This is an optimization exercise on Yosys and OpenROAD, whose aim is small area, a short achievable clock period and few clock cycles, not a production implementation. At most, simulation tests tie the RTL to the original design; equivalence was not proved.

// processor
module processor(
  input wire clk, reset,
  input wire op,  
  input wire [7:0] in_data,
  input wire user_write_memory,
  input wire [7:0] user_address,
  output wire [7:0] out_data,  
  output wire done             
);
  reg [7:0] reg_a, reg_b, reg_c, reg_d;
  reg [7:0] pc;
  reg       f_halted;     
  reg       done_r;
  reg [63:0] rb0, rb1;
  reg [7:0]  rv0, rv1;    
  reg        g_valid;
  reg        g_halt;
  reg [23:0] g_imm;       
  reg [3:0]  g_u1a, g_u1b;
  reg [1:0]  g_u1op;
  reg [3:0]  g_u2a, g_u2b;
  reg        g_u2sub, g_u2mul;
  reg [3:0]  g_ta, g_tb, g_tc, g_td;
  reg        g_s0v, g_s1v;
  reg [7:0]  g_s0a, g_s1a;
  reg [3:0]  g_s0t, g_s1t;
  wire [4:0] row0 = pc[7:3];
  wire [4:0] row1 = row0 + 5'd1;
  wire [4:0] row2 = row0 + 5'd2;
  wire [7:0] a_new, b_new, c_new, d_new, s0d, s1d;
  execute ex(
    .ra(reg_a), .rb(reg_b), .rc(reg_c), .rd(reg_d), .w(g_imm),
    .u1a(g_u1a), .u1b(g_u1b), .u1op(g_u1op),
    .u2a(g_u2a), .u2b(g_u2b), .u2sub(g_u2sub), .u2mul(g_u2mul),
    .ta(g_ta), .tb(g_tb), .tc(g_tc), .td(g_td), .s0t(g_s0t), .s1t(g_s1t),
    .na(a_new), .nb(b_new), .nc(c_new), .nd(d_new), .s0d(s0d), .s1d(s1d)
  );
  wire all0 = &rv0;
  wire all1 = &rv1;
  wire [4:0] frow = ~all0 ? row0 : ~all1 ? row1 : row2;
  wire [4:0] rrow = op ? frow : user_address[7:3];
  wire [7:0] cw0 = {8{g_valid & g_s0v}} & (8'd1 << g_s0a[2:0]);
  wire [7:0] cw1 = {8{g_valid & g_s1v}} & (8'd1 << g_s1a[2:0]);
  wire [7:0] uwb = {8{~op & user_write_memory}} & (8'd1 << user_address[2:0]);
  wire [63:0] bank_row;
  genvar b;
  generate for (b = 0; b < 8; b = b + 1) begin: bk
    wire       we   = cw0[b] | cw1[b] | uwb[b];
    wire [4:0] wrow = cw0[b] ? g_s0a[7:3] : cw1[b] ? g_s1a[7:3] : user_address[7:3];
    wire [7:0] wdat = cw0[b] ? s0d : cw1[b] ? s1d : in_data;
    membank m(.clk(clk), .we(we), .wrow(wrow), .wdata(wdat), .rrow(rrow),
              .rdata(bank_row[8*b +: 8]));
  end endgenerate
  assign out_data = bank_row[{user_address[2:0], 3'b000} +: 8];
  wire [2:0] pcl = pc[2:0];
  wire [127:0] rbuf = {rb1, rb0};
  wire [63:0] win_all = rbuf[{pcl, 3'b000} +: 64];
  wire [8:1] f_len_oh;
  wire [23:0] f_imm;
  wire       f_halt;
  wire [3:0] f_u1a, f_u1b, f_u2a, f_u2b;
  wire [1:0] f_u1op;
  wire       f_u2sub, f_u2mul;
  wire [3:0] f_ta, f_tb, f_tc, f_td;
  ...
clock: 12.5 ns
lec_check: 0
cap_margin: 20
core_margin: 2
core_utilization: 50
place_density: 0.6
setup_slack_margin: 4
slew_margin: 20
run.sh (not shown) runs the stock make flow with config.mk's settings and CLKGATE_MAP_FILE= SYNTH_SCRIPT=/design/flow/synth_recipe.tcl, a recipe that flattens the netlist after the stock synthesis.
The starting point completed with no timing, DRC or antenna violations.
Then changed:
Settings changed: SETUP_SLACK_MARGIN 4 to 3.
The changed run finished with timing, DRC and antenna clean. Area after synthesis is unchanged. Fmax shrinks by 6.9%. Worst hold slack stays flat. Global-route usage fell by 2.0 points. Clock skew goes down by 0.012 ns. Sequential cell count does not change. Via count drops by 2.3%.
No run of this note included a check of the RTL's function; only the layout flow was run.

* * *

## cedar
processor, a different RTL version from the one above (not shown whole).
Size: ~11000 cells after synthesis, ~2300 flip-flops.
clock: 12.5 ns
lec_check: 0
cap_margin: 20
core_margin: 2
core_utilization: 50
cts_cluster_diameter: 100
cts_cluster_size: 22
place_density: 0.6
setup_slack_margin: 4
slew_margin: 20
standard.sh (not shown) runs the stock make flow with config.mk's settings and CLKGATE_MAP_FILE= SYNTH_SCRIPT=/design/flow/synth_recipe.tcl, a recipe that flattens the netlist after the stock synthesis.
==> flow/flow/run.sh <==
#!/bin/bash
# The standard flow's own layout (standard.sh), except that synthesis skips ORFS's adder
# step (Yosys extract_fa and the full/half-adder cell map): ABC then maps the
# arithmetic as plain logic and times it as a whole. Everything else, the
# registers included, is the standard synthesis and layout.
set -euo pipefail
here=$(pwd)

# ORFS's synth.tcl without the block from "Technology mapping of adders" up
# to "Technology mapping of latches"
sed '/^# Technology mapping of adders/,/^# Technology mapping of latches/{/^# Technology mapping of latches/!d}' \
  "$FLOW_HOME/scripts/synth.tcl" > "$here/synth_noadder.tcl"
grep -q '^# Technology mapping of latches' "$here/synth_noadder.tcl"
! grep -q 'extract_fa' "$here/synth_noadder.tcl"

# The standard flow's synthesis script, sourcing that instead of ORFS's synth.tcl
sed "s#source \$::env(SCRIPTS_DIR)/synth.tcl#source $here/synth_noadder.tcl#" \
  synth_recipe.tcl > "$here/synth_recipe_noadder.tcl"
grep -q 'synth_noadder.tcl' "$here/synth_recipe_noadder.tcl"

# standard.sh with that synthesis script
sed "s#SYNTH_SCRIPT=[^ ]*#SYNTH_SCRIPT=$here/synth_recipe_noadder.tcl#" standard.sh > "$here/standard_noadder.sh"
grep -q 'synth_recipe_noadder.tcl' "$here/standard_noadder.sh"

bash "$here/standard_noadder.sh" finish > "$here/orfs_make.log" 2>&1
cedar went all the way through synthesis, placement and routing and the layout is clean on timing, DRC and antenna.
Here is what was changed in the inputs of delta compared with cedar.
--- a/flow/config.mk
+++ b/flow/config.mk
@@ -9,6 +9,4 @@
 export CORE_MARGIN = 2
-export CORE_UTILIZATION = 50
-export CTS_CLUSTER_DIAMETER = 100
-export CTS_CLUSTER_SIZE = 22
-export PLACE_DENSITY = 0.6
+export CORE_UTILIZATION = 65
+export PLACE_DENSITY = 0.75
 export SETUP_SLACK_MARGIN = 4
## What came out
Run status, delta: aborted in 5_1_grt, error GRT-0116
Comparing delta against cedar, there is no change at all in flip-flop and latch count after synthesis.
On x dimension of the die, the higher figure sits with cedar, not delta.
Diff delta..cedar | largest buffer count on any clock path | negligible
Against cedar, number of rows in the core area in delta fell by more than 10%.
Initial standard-cell utilization of the core (delta over cedar): increase, 15 points
Function was not checked in any run of this note: the RTL went through the layout flow alone.

* * *

== run Y ==
Another version of the RTL of processor (not shown whole).
Size in the first run: ~2400 flip-flops.
==> flow/config.mk <==
export PLATFORM = sky130hd
export DESIGN_NAME = processor
export DESIGN_NICKNAME = processor
export VERILOG_FILES = /design/flow/design.v
export SDC_FILE = /design/flow/constraint.sdc
export NUM_CORES = 8
export LEC_CHECK = 0
export CAP_MARGIN = 0
export CORE_MARGIN = 2
export CORE_UTILIZATION = 50
export CTS_CLUSTER_DIAMETER = 110
export CTS_CLUSTER_SIZE = 26
export PLACE_DENSITY = 0.6
export SETUP_SLACK_MARGIN = 4
export SLEW_MARGIN = 0
==> flow/constraint.sdc <==
create_clock -name core_clock -period 12.5 [get_ports {clk}]
set_input_delay 2.5000 -clock core_clock [delete_from_list [all_inputs] [get_ports {clk}]]
set_output_delay 2.5000 -clock core_clock [all_outputs]
set_load 0.01 [all_outputs]
Scripts as last shown in full above: flow/flow/run.sh
Status run Y: flow complete, layout not clean - capacitance limit, slew limit
Testbench counts of run Y, summed over its fixed seeds: cycles 1,121.
Here is what was changed in the inputs of run B compared with run Y.
# run Y
export LEC_CHECK = 0
export CAP_MARGIN = 0
export CORE_MARGIN = 2
export CORE_UTILIZATION = 50
export CTS_CLUSTER_DIAMETER = 110
export CTS_CLUSTER_SIZE = 26
export PLACE_DENSITY = 0.6
export SETUP_SLACK_MARGIN = 4
export SLEW_MARGIN = 0
create_clock -name core_clock -period 12.5 [get_ports {clk}]
# run B
export LEC_CHECK = 0
export CAP_MARGIN = 20
export CORE_MARGIN = 2
export CORE_UTILIZATION = 50
export CTS_CLUSTER_DIAMETER = 110
export CTS_CLUSTER_SIZE = 26
export PLACE_DENSITY = 0.6
export SETUP_SLACK_MARGIN = 3.7
export SLEW_MARGIN = 20
create_clock -name core_clock -period 12.5 [get_ports {clk}]
Notes after the runs:
- Run B vs. run Y: number of buffers and inverters on the critical path down 4; total placed cells including tap cells flat; total non-filler cell area in the finished layout down 1.2%; clock period minus final worst setup slack up 0.34 ns; via count down 1111.
- Run Y and run B: one clean run, run B; the rest did not finish clean.
- STATUS run=run Y STAGES=ALL_DONE FINAL_CHECKS=FAILED CAUSE=capacitance limit, slew limit
- Compared to run Y, run B has fraction of area in registers 0.58 points higher.
- Run B reports a lower global-route track usage on met3 than run Y does.
- Relative to run Y, routed wire length has gone down in run B.
- Compared with run Y, run B shows a clock-buffer cell count that is 1 higher.
- Any difference in fraction of standard cell area in multi-input logic between run Y and run B is small enough to ignore.

* * *

== the previous run ==
processor, a different RTL version from the one above (not shown whole).
For scale: ~9900 cells after synthesis, roughly 2300 flip-flops.
// processor
module processor(
  input wire clk, reset,
  input wire op,  
  input wire [7:0] in_data,
  input wire user_write_memory,
  input wire [7:0] user_address,
  output wire [7:0] out_data,  
  output wire done             
);
  reg [7:0] reg_a, reg_b, reg_c, reg_d;
  reg [7:0] pc;
  reg       f_halted;     
  reg       done_r;
  reg [63:0] rb0, rb1;
  reg [7:0]  rv0, rv1;    
  reg        g_valid;
  reg        g_halt;
  reg [23:0] g_imm;       
  reg [3:0]  g_u1a, g_u1b;
  reg [1:0]  g_u1op;
  reg [3:0]  g_u2a, g_u2b;
  reg        g_u2sub;
  reg [3:0]  g_ta, g_tb, g_tc, g_td;
  reg        g_s0v, g_s1v;
  reg [7:0]  g_s0a, g_s1a;
  reg [3:0]  g_s0t, g_s1t;
  wire [4:0] row0 = pc[7:3];
  wire [4:0] row1 = row0 + 5'd1;
  wire [4:0] row2 = row0 + 5'd2;
  wire [7:0] a_new, b_new, c_new, d_new, s0d, s1d;
  execute ex(
    .ra(reg_a), .rb(reg_b), .rc(reg_c), .rd(reg_d), .w(g_imm),
    .u1a(g_u1a), .u1b(g_u1b), .u1op(g_u1op),
    .u2a(g_u2a), .u2b(g_u2b), .u2sub(g_u2sub),
    .ta(g_ta), .tb(g_tb), .tc(g_tc), .td(g_td), .s0t(g_s0t), .s1t(g_s1t),
    .na(a_new), .nb(b_new), .nc(c_new), .nd(d_new), .s0d(s0d), .s1d(s1d)
  );
  wire all0 = &rv0;
  wire all1 = &rv1;
  wire [4:0] frow = ~all0 ? row0 : ~all1 ? row1 : row2;
  wire [4:0] rrow = op ? frow : user_address[7:3];
  ...
Settings: LEC_CHECK=0, CAP_MARGIN=20, CORE_MARGIN=2, CORE_UTILIZATION=50, PLACE_DENSITY=0.6, SETUP_SLACK_MARGIN=5, SLEW_MARGIN=20; clock period 12.5 ns.
run.sh (not shown) runs the stock make flow with config.mk's settings and CLKGATE_MAP_FILE= SYNTH_SCRIPT=/design/flow/synth_recipe.tcl, a recipe that flattens the netlist after the stock synthesis.
Stock flow here: none of the scripts above is used.
Per the final summary, the previous run finished and its layout is clean on timing, DRC and antenna.
Testbench counts of the previous run, summed over its fixed seeds: cycles 1,471.
> inputs changed (the previous run -> the current run)
# the previous run
export LEC_CHECK = 0
export CAP_MARGIN = 20
export CORE_MARGIN = 2
export CORE_UTILIZATION = 50
export PLACE_DENSITY = 0.6
export SETUP_SLACK_MARGIN = 5
export SLEW_MARGIN = 20
create_clock -name core_clock -period 12.5 [get_ports {clk}]
# the current run
export LEC_CHECK = 0
export CAP_MARGIN = 20
export CORE_MARGIN = 2
export CORE_UTILIZATION = 50
export PLACE_DENSITY = 0.6
export SETUP_SLACK_MARGIN = 4
export SLEW_MARGIN = 20
create_clock -name core_clock -period 12.5 [get_ports {clk}]
Notes after the runs:
- The current run finished end to end and its layout was clean on timing, DRC and antenna.
- Summary of the current run over the previous run: number of global-route vias before repair now sits lower, total of buffers placed on input and output ports flat.

port drivers added, routing unchanged:
The results above use ideal ports. As a check the final layouts listed here were re-extracted and re-timed, cells and wires unchanged. Step 1 assumes that a clkbuf_16 drives the clock port and a buf_2 every other input. Step 2 also shifts input and output timing later by t, the mid clock arrival at the registers, as if the neighbouring blocks saw the same clock. a / b / c = no drivers / after step 1 / after step 2; a / b = the first two.
run	t (ns)	setup WS [ns]	hold slack, ns	slew at the worst register clock pin (ns)
the first run of note 1	0.976	3.585 / 3.585 / 3.585	0.490 / 0.490 / 0.490	0.07 / 0.07
the second run of note 1	0.978	2.921 / 2.784 / 2.784	0.492 / 0.492 / 0.492	0.07 / 0.07
cedar	0.928	3.917 / 3.688 / 3.688	0.501 / 0.501 / 0.501	0.10 / 0.10
run Y	0.914	3.941 / 3.782 / 3.782	0.503 / 0.503 / 0.503	0.11 / 0.11
run B	0.918	3.603 / 3.387 / 3.387	0.503 / 0.503 / 0.503	0.12 / 0.12
the previous run	0.984	3.806 / 3.806 / 3.806	0.495 / 0.495 / 0.495	0.07 / 0.07
the current run	0.972	3.818 / 3.818 / 3.818	0.500 / 0.500 / 0.500	0.07 / 0.07
The setup slack of cedar, which loses most, moves by -0.229 ns with the drivers and by -0.229 ns with both steps.
